Context: an optimization exercise on an open-source flow, tuned for small area, a short achievable clock period and few clock cycles per item. The choices shown serve that exercise and are no tape-out recipe.
The RTL was checked by simulation tests, not by an equivalence proof against the original design.

## job 8175
Design riscv_base_divider, start of the top module:
module riscv_base_divider (
    input           clk_i,
    input           rst_i,
    input           opcode_valid_i,
    input  [31:0]   opcode_opcode_i,
    input  [31:0]   opcode_pc_i,
    input           opcode_invalid_i,
    input  [4:0]    opcode_rd_idx_i,
    input  [4:0]    opcode_ra_idx_i,
    input  [4:0]    opcode_rb_idx_i,
    input  [31:0]   opcode_ra_operand_i,
    input  [31:0]   opcode_rb_operand_i,
    output          writeback_valid_o,
    output [31:0]   writeback_value_o
);
For scale: roughly 1300 cells after synthesis, ~180 I/O pins, ~12000 um2 of cells after synthesis.
Settings: LEC_CHECK=0, CAP_MARGIN=20, CORE_MARGIN=2, CORE_UTILIZATION=40, SETUP_SLACK_MARGIN=3.2, SLEW_MARGIN=20; clock period 6.0 ns.
run.sh (not shown) runs the stock make flow with config.mk's settings and CLKGATE_MAP_FILE= SYNTH_SCRIPT=/design/flow/synth_recipe.tcl, a recipe that flattens the netlist after the stock synthesis.
Testbench counts of job 8175, summed over its fixed seeds: cycles 24,731, divs 3,200.
--- input diff job 8175..job 2281 ---
Settings: SETUP_SLACK_MARGIN: 3.2 -> 2.0.
--- outcome ---
- Job 2281 completed every stage of the flow, and the final layout passed the timing, DRC and antenna checks.
- Register-to-register path setup slack sits lower in job 2281 than in job 8175.
- Final-layout non-clock buffer area share: job 2281 lower than job 8175
- Via count of the first global-routing pass came out lower on job 2281 than on job 8175.

The RTL this note starts from:
==> flow/design.v <==
module riscv_base_divider (
    input           clk_i,
    input           rst_i,
    input           opcode_valid_i,
    input  [31:0]   opcode_opcode_i,
    input  [31:0]   opcode_pc_i,
    input           opcode_invalid_i,
    input  [4:0]    opcode_rd_idx_i,
    input  [4:0]    opcode_ra_idx_i,
    input  [4:0]    opcode_rb_idx_i,
    input  [31:0]   opcode_ra_operand_i,
    input  [31:0]   opcode_rb_operand_i,
    output          writeback_valid_o,
    output [31:0]   writeback_value_o
);
    wire inst_div_w  = (opcode_opcode_i & 32'hfe00707f) == 32'h2004033;
    wire inst_divu_w = (opcode_opcode_i & 32'hfe00707f) == 32'h2005033;
    wire inst_rem_w  = (opcode_opcode_i & 32'hfe00707f) == 32'h2006033;
    wire inst_remu_w = (opcode_opcode_i & 32'hfe00707f) == 32'h2007033;
    wire div_rem_inst_w = inst_div_w | inst_divu_w | inst_rem_w | inst_remu_w;
    wire valid_req_w = opcode_valid_i & div_rem_inst_w & ~opcode_invalid_i;
    localparam [1:0] S_IDLE = 2'd0, S_SETUP = 2'd1, S_ITER = 2'd2;
    reg [1:0]  state_q;
    reg        valid_q;
    reg [32:0] rem_q;      
    reg [32:0] div_q;      
    reg [31:0] quo_q;      
    reg [5:0]  cnt_q;      
    reg [5:0]  mb_q;       
    reg        is_div_q;
    reg        an_q;       
    reg        sub_q;      
    function [5:0] sigbits;
        input [31:0] v;
        input        top;
        reg [31:0] y;
        reg [31:0] x;
        reg [15:0] n1; reg [15:0] p1;
        reg [7:0]  n2; reg [15:0] p2;
        reg [3:0]  n3; reg [11:0] p3;
        reg [1:0]  n4; reg [7:0]  p4;
        integer i;
        begin
            y = v ^ {top, v[31:1]};
            x = {y[30:0], 1'b1};
            for (i = 0; i < 16; i = i + 1) begin
                n1[i] = x[2*i+1] | x[2*i];
                p1[i] = x[2*i+1];
            end
            for (i = 0; i < 8; i = i + 1) begin
                n2[i] = n1[2*i+1] | n1[2*i];
                p2[2*i+:2] = n1[2*i+1] ? {1'b1, p1[2*i+1]} : {1'b0, p1[2*i]};
            end
            for (i = 0; i < 4; i = i + 1) begin
                n3[i] = n2[2*i+1] | n2[2*i];
                p3[3*i+:3] = n2[2*i+1] ? {1'b1, p2[2*(2*i+1)+:2]} : {1'b0, p2[2*(2*i)+:2]};
            end
            for (i = 0; i < 2; i = i + 1) begin
                n4[i] = n3[2*i+1] | n3[2*i];
                p4[4*i+:4] = n3[2*i+1] ? {1'b1, p3[3*(2*i+1)+:3]} : {1'b0, p3[3*(2*i)+:3]};
            end
            sigbits = y[31] ? 6'd32 : {1'b0, n4[1] ? {1'b1, p4[7:4]} : {1'b0, p4[3:0]}};
        end
    endfunction
    wire        sgn_w   = ~opcode_opcode_i[12];
    wire        an_in_w = sgn_w & opcode_ra_operand_i[31];
    wire        bn_in_w = sgn_w & opcode_rb_operand_i[31];
    wire        sub_in_w = ~(an_in_w ^ bn_in_w);
    reg  [32:0] lowz_w;
    integer     m, e;
    always @* begin
        lowz_w = {~opcode_rb_operand_i, 1'b1};
        for (e = 1; e < 64; e = e * 2)
            for (m = 0; m < 33; m = m + 1)
                if (m % (2*e) == 2*e-1) lowz_w[m] = lowz_w[m] & lowz_w[m-e];
        for (e = 16; e >= 1; e = e / 2)
            for (m = 0; m < 33; m = m + 1)
                if (m >= 3*e-1 && (m - (3*e-1)) % (2*e) == 0) lowz_w[m] = lowz_w[m] & lowz_w[m-e];
    end
    reg  [33:0] pg_g, pg_p;
    integer     k, d;
    always @* begin
        pg_g = {rem_q & div_q, 1'b1};
        pg_p = {rem_q ^ div_q, 1'b0};
        for (d = 1; d < 64; d = d * 2)
            for (k = 0; k < 34; k = k + 1)
                if (k % (2*d) == 2*d-1) begin
                    pg_g[k] = pg_g[k] | (pg_p[k] & pg_g[k-d]);
                    pg_p[k] = pg_p[k] & pg_p[k-d];
                end
        for (d = 16; d >= 1; d = d / 2)
            for (k = 0; k < 34; k = k + 1)
                if (k >= 3*d-1 && (k - (3*d-1)) % (2*d) == 0) begin
                    pg_g[k] = pg_g[k] | (pg_p[k] & pg_g[k-d]);
                    pg_p[k] = pg_p[k] & pg_p[k-d];
                end
    end
    wire [32:0] hp_w    = rem_q ^ div_q;
    wire [32:0] t_w     = hp_w ^ pg_g[32:0];
    wire        tzero_w = &hp_w;
    wire        acc_w   = an_q ? (t_w[32] | tzero_w) : ~t_w[32];
    wire [6:0]  s_w      = {1'b0, cnt_q} - {1'b0, mb_q} + {6'd0, an_q};
    reg  [32:0] dsh_w;
    integer     j;
    always @* begin
        dsh_w = div_q;
        for (j = 0; j < 6; j = j + 1)
            if (s_w[j]) dsh_w = (dsh_w << (1 << j)) | ((33'd1 << (1 << j)) - 33'd1);
    end
    wire        bzero_q  = (mb_q == 6'd0) & (an_q ^ sub_q);
    wire        negq_w   = is_div_q & ~sub_q & ~bzero_q;
    wire        presub_w = acc_w & ~(is_div_q & sub_q);
    wire        last_w   = (cnt_q == 6'd0);
    wire       early_w = (state_q == S_SETUP) & ~an_q & (cnt_q < mb_q);
    wire       idle_w  = (state_q == S_IDLE) | early_w;
    always @(posedge clk_i or posedge rst_i) begin
        if (rst_i) begin
            state_q <= S_IDLE;
            valid_q <= 1'b0;
        end else begin
            valid_q <= 1'b0;
            case (state_q)
                S_IDLE:  if (valid_req_w) state_q <= S_SETUP;
                S_SETUP: if (early_w) begin
                             if (!valid_req_w) state_q <= S_IDLE;
                         end else if (bzero_q | ~acc_w | tzero_w) begin
                             state_q <= S_IDLE;
                             valid_q <= 1'b1;
                         end else
                             state_q <= S_ITER;
                default: if (last_w) begin
                             state_q <= S_IDLE;
                             valid_q <= 1'b1;
                         end
            endcase
        end
    end
    wire [5:0] ma_in_w = sigbits(opcode_ra_operand_i, an_in_w);
    wire [5:0] mb_in_w = sigbits(opcode_rb_operand_i, bn_in_w);
    always @(posedge clk_i) begin
        case ({idle_w, state_q})
            {1'b1, S_IDLE}, {1'b1, S_SETUP}: begin
                quo_q    <= 32'd0;
                is_div_q <= ~opcode_opcode_i[13];
                an_q     <= an_in_w;
                sub_q    <= sub_in_w;
                rem_q    <= {an_in_w, opcode_ra_operand_i};
                div_q    <= {bn_in_w, opcode_rb_operand_i} ^ ({33{sub_in_w}} | lowz_w);
                cnt_q    <= ma_in_w;
                mb_q     <= mb_in_w;
            end
            {1'b0, S_SETUP}: begin
                if (presub_w & ~bzero_q) rem_q <= t_w;
                quo_q <= {{31{bzero_q | (negq_w & acc_w)}},
                          bzero_q | (negq_w & acc_w) | (tzero_w & is_div_q & sub_q)};
                div_q <= dsh_w;
                cnt_q <= s_w[5:0];
            end
            default: begin
                if (acc_w) rem_q <= t_w;
                quo_q <= {quo_q[30:0], acc_w ^ negq_w};
                div_q <= {div_q[32], div_q[32:1]};
                cnt_q <= cnt_q - 6'd1;
            end
        endcase
    end
    assign writeback_valid_o = valid_q | early_w;
    assign writeback_value_o = is_div_q ? quo_q : rem_q[31:0];
endmodule
export LEC_CHECK = 0
export CAP_MARGIN = 20
export CORE_MARGIN = 2
export CORE_UTILIZATION = 40
export CTS_BUF_LIST = sky130_fd_sc_hd__clkbuf_8
export SETUP_SLACK_MARGIN = 2.4
export SLEW_MARGIN = 20
create_clock -name core_clock -period 6.0 [get_ports {clk_i}]
standard.sh (not shown) runs the stock make flow with config.mk's settings and CLKGATE_MAP_FILE= SYNTH_SCRIPT=/design/flow/synth_recipe.tcl, a recipe that flattens the netlist after the stock synthesis.
==> flow/flow/run.sh <==
#!/bin/bash
set -euo pipefail
export BUFFER_PORTS_ARGS="-buffer_cell sky130_fd_sc_hd__buf_1"
bash standard.sh > flow.log 2>&1
The starting point finished with timing, DRC and antenna clean.
Testbench counts at the start, summed over its fixed seeds: cycles 23,597, divs 3,200.
Edit:
--- a/flow/config.mk
+++ b/flow/config.mk
@@ -9,3 +9,3 @@
 export CORE_MARGIN = 2
-export CORE_UTILIZATION = 40
+export CORE_UTILIZATION = 55
 export CTS_BUF_LIST = sky130_fd_sc_hd__clkbuf_8
Design area came out lower by about 1%.
Via count came out lower by 1.1%.
Synthesized cell count does not change.
First-iteration DRC count came out higher by about 22%.
Edit:
--- a/flow/config.mk
+++ b/flow/config.mk
@@ -9,3 +9,3 @@
 export CORE_MARGIN = 2
-export CORE_UTILIZATION = 55
+export CORE_UTILIZATION = 46
 export CTS_BUF_LIST = sky130_fd_sc_hd__clkbuf_8
Sequential share of layout area rises by 0.17 points; clock skew came out higher by 0.0049 ns; synthesized cell count does not change; routed wire length rose by 1.5%; cell area decreases by 0.79%; via count rose by 0.32%.
Edit:
--- a/flow/config.mk
+++ b/flow/config.mk
@@ -7,5 +7,6 @@
 export LEC_CHECK = 0
+export ABC_AREA = 1
 export CAP_MARGIN = 20
 export CORE_MARGIN = 2
-export CORE_UTILIZATION = 46
+export CORE_UTILIZATION = 40
 export CTS_BUF_LIST = sky130_fd_sc_hd__clkbuf_8
Count of clock-buffer cells in the layout stays the same.
Worst setup slack gets worse by 0.030 ns.
Routed wire length rises by 9.4%.
Non-clock buffer count came out higher by 8.
Clock skew is about the same.
Sequential share of layout area decreases by 0.98 points.

-- port drivers added, routing unchanged --
The results above use ideal ports. As a check the final layouts listed here were re-extracted and re-timed, cells and wires unchanged. Step 1 (the two cells are an assumption about what drives the block):
set clk [get_ports {clk_i}]
set_driving_cell -lib_cell sky130_fd_sc_hd__clkbuf_16 $clk
set_driving_cell -lib_cell sky130_fd_sc_hd__buf_2 [delete_from_list [all_inputs] $clk]
Step 2 times the ports against the registers' clock, not the clock port: input delays grow and output delays shrink by t, the midpoint of the rising clock arrivals with the driver on. Slacks: ideal ports / drivers / drivers and shift; pairs: ideal ports / drivers.
| run | t, ns | slack for setup (ns) | worst setup path at the end | pins driven straight from the clock port |
|---|---|---|---|---|
| job 8175 | 0.479 | 2.509 / 2.509 / 2.406 | input to register | 1 |
| job 2281 | 0.476 | 2.125 / 2.125 / 1.669 | input to register | 1 |
| the first run of note 2 | 0.492 | 2.477 / 2.477 / 2.103 | input to register | 1 |
| the second run of note 2 | 0.505 | 2.310 / 2.310 / 2.103 | input to register | 1 |
| the third run of note 2 | 0.506 | 2.463 / 2.463 / 2.175 | input to register | 1 |
| the fourth run of note 2 | 0.491 | 2.433 / 2.433 / 2.433 | register to register | 1 |
After both steps setup and hold are still met in every run listed. For job 2281, which loses most, drivers alone change the setup slack by 0.000 ns; drivers and shift together by -0.456 ns.
